This design comes from an exercise in tuning for small area, a short achievable clock period and few clock cycles per item on the open sky130 flow, not from production work. The RTL was checked by simulation tests, not by an equivalence proof against the original design. Power figures rest on the tool's default switching activity, not on a simulated workload.

--- flow/design.v ---
`timescale 1ns/1ns
module deinterlacer_v2 (
	clock,
	reset,
	dout_data,
	dout_ready,
	dout_valid,
	dout_startofpacket,
	dout_endofpacket,
	din_data,
	din_ready,
	din_valid,
	din_startofpacket,
	din_endofpacket
);
localparam DW = 24;
input  logic          clock;
input  logic          reset;
output logic [DW-1:0] dout_data;
input  logic          dout_ready;
output logic          dout_valid;
output logic          dout_startofpacket;
output logic          dout_endofpacket;
input  logic [DW-1:0] din_data;
output logic          din_ready;
input  logic          din_valid;
input  logic          din_startofpacket;
input  logic          din_endofpacket;
localparam [2:0] S_C0 = 3'd0, S_C1 = 3'd1, S_C2 = 3'd2, S_C3 = 3'd3,
                 S_HDR = 3'd4, S_PIX = 3'd5;
logic [2:0] ss;                     
localparam [2:0] O_IDLE = 3'd0, O_B1 = 3'd1, O_B2 = 3'd2, O_B3 = 3'd3,
                 O_VHDR = 3'd4, O_PIX = 3'd5;
logic [2:0] so;                     
logic [15:0] cw;                    
logic [14:0] ch;                    
logic [4:0]  wm1;                   
logic        line_active;           
logic        wfull;                 
logic        copy1;                 
logic        lastline;              
logic [4:0]  wp, op;                
logic [4:0]  aw, ao;                
logic [DW-1:0]    r0;
logic [16*DW-1:0] s16;
logic [8*DW-1:0]  s8;
logic [4*DW-1:0]  s4;
logic [2*DW-1:0]  s2;
logic [DW-1:0]    s1;
wire  [DW-1:0] o16 = wm1[4] ? s16[16*DW-1 -: DW] : r0;
wire  [DW-1:0] o8  = wm1[3] ? s8[8*DW-1 -: DW]   : o16;
wire  [DW-1:0] o4  = wm1[2] ? s4[4*DW-1 -: DW]   : o8;
wire  [DW-1:0] o2  = wm1[1] ? s2[2*DW-1 -: DW]   : o4;
wire  [DW-1:0] tap = wm1[0] ? s1                 : o2;
wire pix_mode  = (ss == S_PIX) && (so == O_PIX);
wire wsel      = pix_mode && (!line_active || (!wfull && aw == 5'd0));
assign din_ready = (ss != S_PIX) || wsel;
wire in_fire   = din_valid && din_ready;
wire write_now = din_valid && wsel;
wire can_load  = !dout_valid || dout_ready;
wire line_go   = line_active || write_now;
wire use_din   = !copy1 && !wfull && (wp == op);
wire c0_ok     = copy1 || wfull || (wp != op) || write_now;
wire pix_load  = (so == O_PIX) && line_go && (ao == 5'd0) && c0_ok && can_load;
wire op_last   = (op == wm1);
wire wp_last   = (wp == wm1);
wire retire    = pix_load && copy1 && op_last;
wire cap_ready = (ss == S_HDR) || (ss == S_PIX);
wire [4:0] aw_inc = (aw == wm1) ? 5'd0 : aw + 5'd1;
wire [4:0] ao_inc = (ao == wm1) ? 5'd0 : ao + 5'd1;
always_ff @(posedge clock) begin : loop
	r0  <= wsel ? din_data : tap;
	s16 <= {s16[15*DW-1:0], r0};
	s8  <= {s8[7*DW-1:0], o16};
	s4  <= {s4[3*DW-1:0], o8};
	s2  <= {s2[DW-1:0], o4};
	s1  <= o2;
end
always_ff @(posedge clock or posedge reset) begin : sink
	if (reset)
		ss <= S_C0;
	else if (in_fire) begin
		case (ss)
			S_C0  : ss <= S_C1;
			S_C1  : ss <= S_C2;
			S_C2  : ss <= S_C3;
			S_C3  : ss <= S_HDR;
			S_HDR : ss <= S_PIX;
			default : if (wp_last && din_endofpacket) ss <= S_C0;
		endcase
	end
end
always_ff @(posedge clock) begin : capture
	if (din_valid && ss == S_C1)
		cw[15:4] <= {din_data[3:0], din_data[11:8], din_data[19:16]};
	if (din_valid && ss == S_C2) begin
		cw[3:0]   <= din_data[3:0];
		ch[14:8]  <= {din_data[10:8], din_data[19:16]};
	end
	if (din_valid && ss == S_C3)
		ch[7:0]   <= {din_data[3:0], din_data[11:8]};
	if (so == O_IDLE)
		wm1 <= cw[4:0] - 5'd1;
end
always_ff @(posedge clock or posedge reset) begin : lines
	if (reset) begin
		line_active <= 0;
		wfull       <= 0;
		copy1       <= 0;
		lastline    <= 0;
		wp          <= 0;
		op          <= 0;
		aw          <= 0;
		ao          <= 0;
	end else begin
		if (write_now) begin
			line_active <= 1;
			wp          <= wp_last ? 5'd0 : wp + 5'd1;
			if (wp_last) begin
				wfull    <= 1;
				lastline <= din_endofpacket;
			end
		end else if (line_active && !wfull)
			aw <= aw_inc;
		if (pix_load) begin
			op <= op_last ? 5'd0 : op + 5'd1;
			if (op_last)
				copy1 <= ~copy1;
		end else if (line_go)
			ao <= ao_inc;
		if (retire) begin
			line_active <= 0;
			wfull       <= 0;
			lastline    <= 0;
		end
	end
end
always_ff @(posedge clock or posedge reset) begin : source_ctl
	if (reset) begin
		so         <= O_IDLE;
		dout_valid <= 0;
	end else begin
		if (dout_ready)
			dout_valid <= 0;
		case (so)
			O_IDLE : if (cap_ready && can_load) begin
				dout_valid <= 1;
				so         <= O_B1;
			end
			O_B1, O_B2, O_B3 : if (can_load) begin
				dout_valid <= 1;
				so         <= so + 3'd1;
			end
			O_VHDR : if (can_load) begin
				dout_valid <= 1;
				so         <= O_PIX;
			end
			default : if (pix_load) begin
				dout_valid <= 1;
				if (retire && lastline)
					so <= O_IDLE;
			end
		endcase
	end
end
always_ff @(posedge clock) begin : source_data
	if (can_load) begin
		case (so)
			O_IDLE : begin
				dout_data          <= 24'h00_00_0F;
				dout_startofpacket <= 1;
				dout_endofpacket   <= 0;
			end
			O_B1 : begin
				dout_data          <= {4'h0, cw[7:4], 4'h0, cw[11:8], 4'h0, cw[15:12]};
				dout_startofpacket <= 0;
				dout_endofpacket   <= 0;
			end
			O_B2 : begin
				dout_data          <= {4'h0, ch[10:7], 4'h0, ch[14:11], 4'h0, cw[3:0]};
				dout_startofpacket <= 0;
				dout_endofpacket   <= 0;
			end
			O_B3 : begin
				dout_data          <= {4'h0, 4'h2, 4'h0, ch[2:0], 1'b0, 4'h0, ch[6:3]};
				dout_startofpacket <= 0;
				dout_endofpacket   <= 1;
			end
			O_VHDR : begin
				dout_data          <= 24'h00_00_00;
				dout_startofpacket <= 1;
				dout_endofpacket   <= 0;
			end
			default : begin
				dout_data          <= use_din ? din_data : tap;
				dout_startofpacket <= 0;
				dout_endofpacket   <= copy1 && op_last && lastline;
			end
		endcase
	end
end
endmodule
--- flow/run.sh ---
#!/bin/bash
# synth_recipe.tcl (not shown) runs the flow's synth.tcl, then flattens the netlist and writes it again
# the make line also repeats each setting of config.mk as NAME=value (left out here)
make -C /OpenROAD-flow-scripts/flow DESIGN_CONFIG=/design/flow/config.mk WORK_HOME=/design/flow/orfs CLKGATE_MAP_FILE= SYNTH_SCRIPT=/design/flow/synth_recipe.tcl finish
--- flow/config.mk ---
export PLATFORM = sky130hd
export DESIGN_NAME = deinterlacer_v2
export DESIGN_NICKNAME = deinterlacer_v2
export VERILOG_FILES = /design/flow/design.v
export SDC_FILE = /design/flow/constraint.sdc
export NUM_CORES = 4
export LEC_CHECK = 0
export CAP_MARGIN = 20
export CORE_MARGIN = 2
export CORE_UTILIZATION = 30
export SLEW_MARGIN = 20
--- flow/constraint.sdc ---
create_clock -name core_clock -period 8.0 [get_ports {clock}]
set_input_delay 1.6000 -clock core_clock [delete_from_list [all_inputs] [get_ports {clock}]]
set_output_delay 1.6000 -clock core_clock [all_outputs]
set_load 0.01 [all_outputs]
==> notes.md <==
-- area by class of cell --
cell class / count / area share (%)
flip-flops and latches: 861 / 69.4
multi-input cells: 538 / 13.6
clock buffers: 106 / 8.36
well taps: 950 / 4.58
repair buffers: 63 / 2.36
clock inverters: 29 / 1.23
inverters: 32 / 0.463
diodes: 2 / 0.0193
-- state kept, by name, indices dropped and copies added (netlist names), 3 cells and up --
register,flops
wm1,5
s2,48
cw,16
ss,3
s4,96
ao,5
so,3
op,5
s16,384
wp,5
ch,15
s1,24
dout_data,24
s8,192
aw,5
r0,24
-- power by group through the flow --
stage	clock network (mW)	logic, mW	registers (mW)
after global placement	0	1.42	7.24
after global routing	3.85	1.63	7.45
after CTS	3.67	1.47	7.27
after floorplan	0	0.982	7.03
after detailed placement	0	1.46	7.31
final	3.57	1.46	7.22
-- worst paths after layout --
check	to	slack [ns]	startpoint	cells past startpoint
worst max-delay path	din_ready	2.63	aw[0]	7
worst min-delay path	s8[145]	0.31	s8[121]	0
worst max register to register	dout_data[20]	5.02	wm1[4]	6
worst min register to register	s8[145]	0.31	s8[121]	0
max in group asynchronous	op[2]	6.12	reset	2
min in group asynchronous	wp[2]	1.42	reset	2
-- metal layers --
metal  up-vias  GRT usage, %  wire (µm)  share of wire (%)
met5         -             0         65               0.18
met3        79          3.19       2140                6.0
met4        10          3.98       1030                2.9
met2       244          14.3      15300                 42
li1       5142             -          -                  -
met1      4957          13.2      17500                 49
-- metrics by stage --
step                cell area, µm²  hold WS [ns]  cells  worst slack, ns
global route                 25900         0.311   2579             2.41
floorplan                    21800         0.310   1475             4.34
finish                       25900         0.314   2581             2.63
CTS                          25900         0.309   2579             2.56
detailed placement           23400         0.312   2444             3.28
global placement             23400         0.310   2444             3.24
-- layout by cell type, fill, tap and decap left out, drive strengths merged, types with 20 or more instances in the layout --
| cell | n |
|---|---|
| a21oi | 40 |
| a31oi | 39 |
| clkbuf | 106 |
| clkdlybuf4s50 | 56 |
| dfrtp | 31 |
| dfxtp | 768 |
| edfxtp | 62 |
| inv | 42 |
| mux2 | 74 |
| nand2 | 48 |
| nand3 | 20 |
| nor2 | 100 |
| nor2b | 27 |
| o21ai | 58 |
| xor2 | 20 |
-- cell families (layout without fill, tap and decap cells) --
logic type      after synthesis  in the layout  share of synthesized area, %
xor+xnor                     29             29                          1.16
fa+ha+maj                    11             11                         0.631
simple gates                232            232                          4.88
other cells                   0              2                             0
buf+inv                      76            230                          1.36
mux                          77             77                          3.97
flops                       861            861                          82.6
compound gates              189            189                          5.41
==> notes.md <==
post-layout minimum cycle time=5.37 ns; Comb power frac=11.9%; GRT Resource Usage Total=9.76%; sequential power share=58.9%; Pwr Density=472 nW/µm²; DIE HEIGHT=274 µm; RD Place Congestion=0.760; Req. time, crit path=6.40 ns; Switching Share=24.5%; final count of hold timing violations=0; status=timing/DRC/antenna clean; footprint of the multi-input gates=3520 µm²; Final Power=12.2 mW; DR iter-0 viols=765; Int Power=between 9 and 10 mW; hold crit path type=reg -> reg; Slew @ Worst Pin=1.06 ns; post-synth cell types=58; CP delay by family, top=simple AND/OR/NAND/NOR gates; I/O Buffers=56; grt ovf=0; post-cts repair resize count=0; clock transition at the registers of the reported paths=approximately 0.070 ns; Synth area leader=dfxtp_1; synth top area cells=dfxtp_1, edfxtp_1, mux2_2; Syn Area/Cell=14.8 µm²; root buffer selected by CTS=clkbuf_16; CP max FO=49; Core Region=71700 µm²; CTS Hold Buffers Added=0; Die Area=roughly 75000 µm²; drt wl/cell=13.9 µm; Clock Latency Late Sink=0.62 ns; Lkg Pwr=just over 10 nW; register area=18000 µm²; FILL cells=6738; initial antenna violation count=6; Max Cap Viol=0; net switching power of the design=around 3.0 mW; CP max stage delay=about 0.80 ns; TritonCTS clock tree=yes; crit path cell chain=inv_1, ha_1, nand2b_1, o41ai_1, nand2_2, nand2_1, clkdlybuf4s50_1; Slew headroom=28.8%; Setup Buffers After CTS=0; power share of the clock group=29.1%; Peak supply drop=277 µV; synthesized area=21800 µm²; first-pass GRT wire length=approximately 57000 µm; CTS buffer count=75; FF+latch count, synth=approximately 860; maximum clock path buffer count=3; Post-synth ARST share=3.60%; Final Cycle Share=roughly 67%; crit path DAT=3.77 ns; sequential-to-total area share from yosys stat=between 80% and 90%; Critical path buffers and inverters=2; Post-synth EDFFs=62; dpl hpwl=21500 µm; htree depth=3; largest net degree at the start of global routing=50; Ports=58; Crit. End Element=output pin; CP max stage cell=nand2_2; Routed Antenna Nets=0; startpoint types=flip-flop; Mapped Nets=between 1500 and 2000; predominant post-synthesis flop cell=dfxtp_1; drt drc=0; top-area cell type share of the netlist area=70.5%; Die Wd=between 200 and 300 µm; Syn Inst Count=1475; vias in the first global route=10500; clk_skew=0.0218 ns; setup repair after global routing missed its margin=false; layout cell share with drive strength beyond 1=12.8%; detailed-router iteration count before antenna repair=5; fin. max-slew vios=0; final setup fails=0; Fin Setup TNS=0 ns; number of clock sinks=861; Nets=1612; row count=98; critical path type=reg -> out; Via-to-Cell Ratio=4.04; Layout area overhead=18.9%; Vias=10400; top cells by count, synth=dfxtp_1, nor2_1, mux2_2; WL final=36000 µm; Initial Util=30.4%; Core Util, Final=about 36%; Ys Warns=1; fmax=186 MHz; top-count cell post-synth=dfxtp_1
Testbench counts, summed over its fixed seeds: cycles 15,218, frames 64.

==> afterwards: timing with drivers on the ports <==
How much do the figures lean on ideal ports? The routed layout below was timed once more, with nothing changed but the port constraints.
Step 1: set_driving_cell puts a clkbuf_16 on clock and a buf_2 on each other input, an assumption about the parent block.
Step 2 adds t to the input delays and takes it off the output delays; t is the mean of the earliest and latest rising clock arrival at the registers after step 1. Input paths then give back, and output paths get back, about the clock's delay inside the block.
a / b / c = no drivers / after step 1 / after step 2; a / b = the first two.
t (ns): 0.664
slack for setup (ns): 2.627 / 2.568 / 3.232
worst register clock-pin slew, ns: 0.07 / 0.07
pins driven straight from the clock port: 1
After both steps setup and hold are still met in this run. For this run, drivers alone change the setup slack by -0.059 ns; drivers and shift together by +0.605 ns.
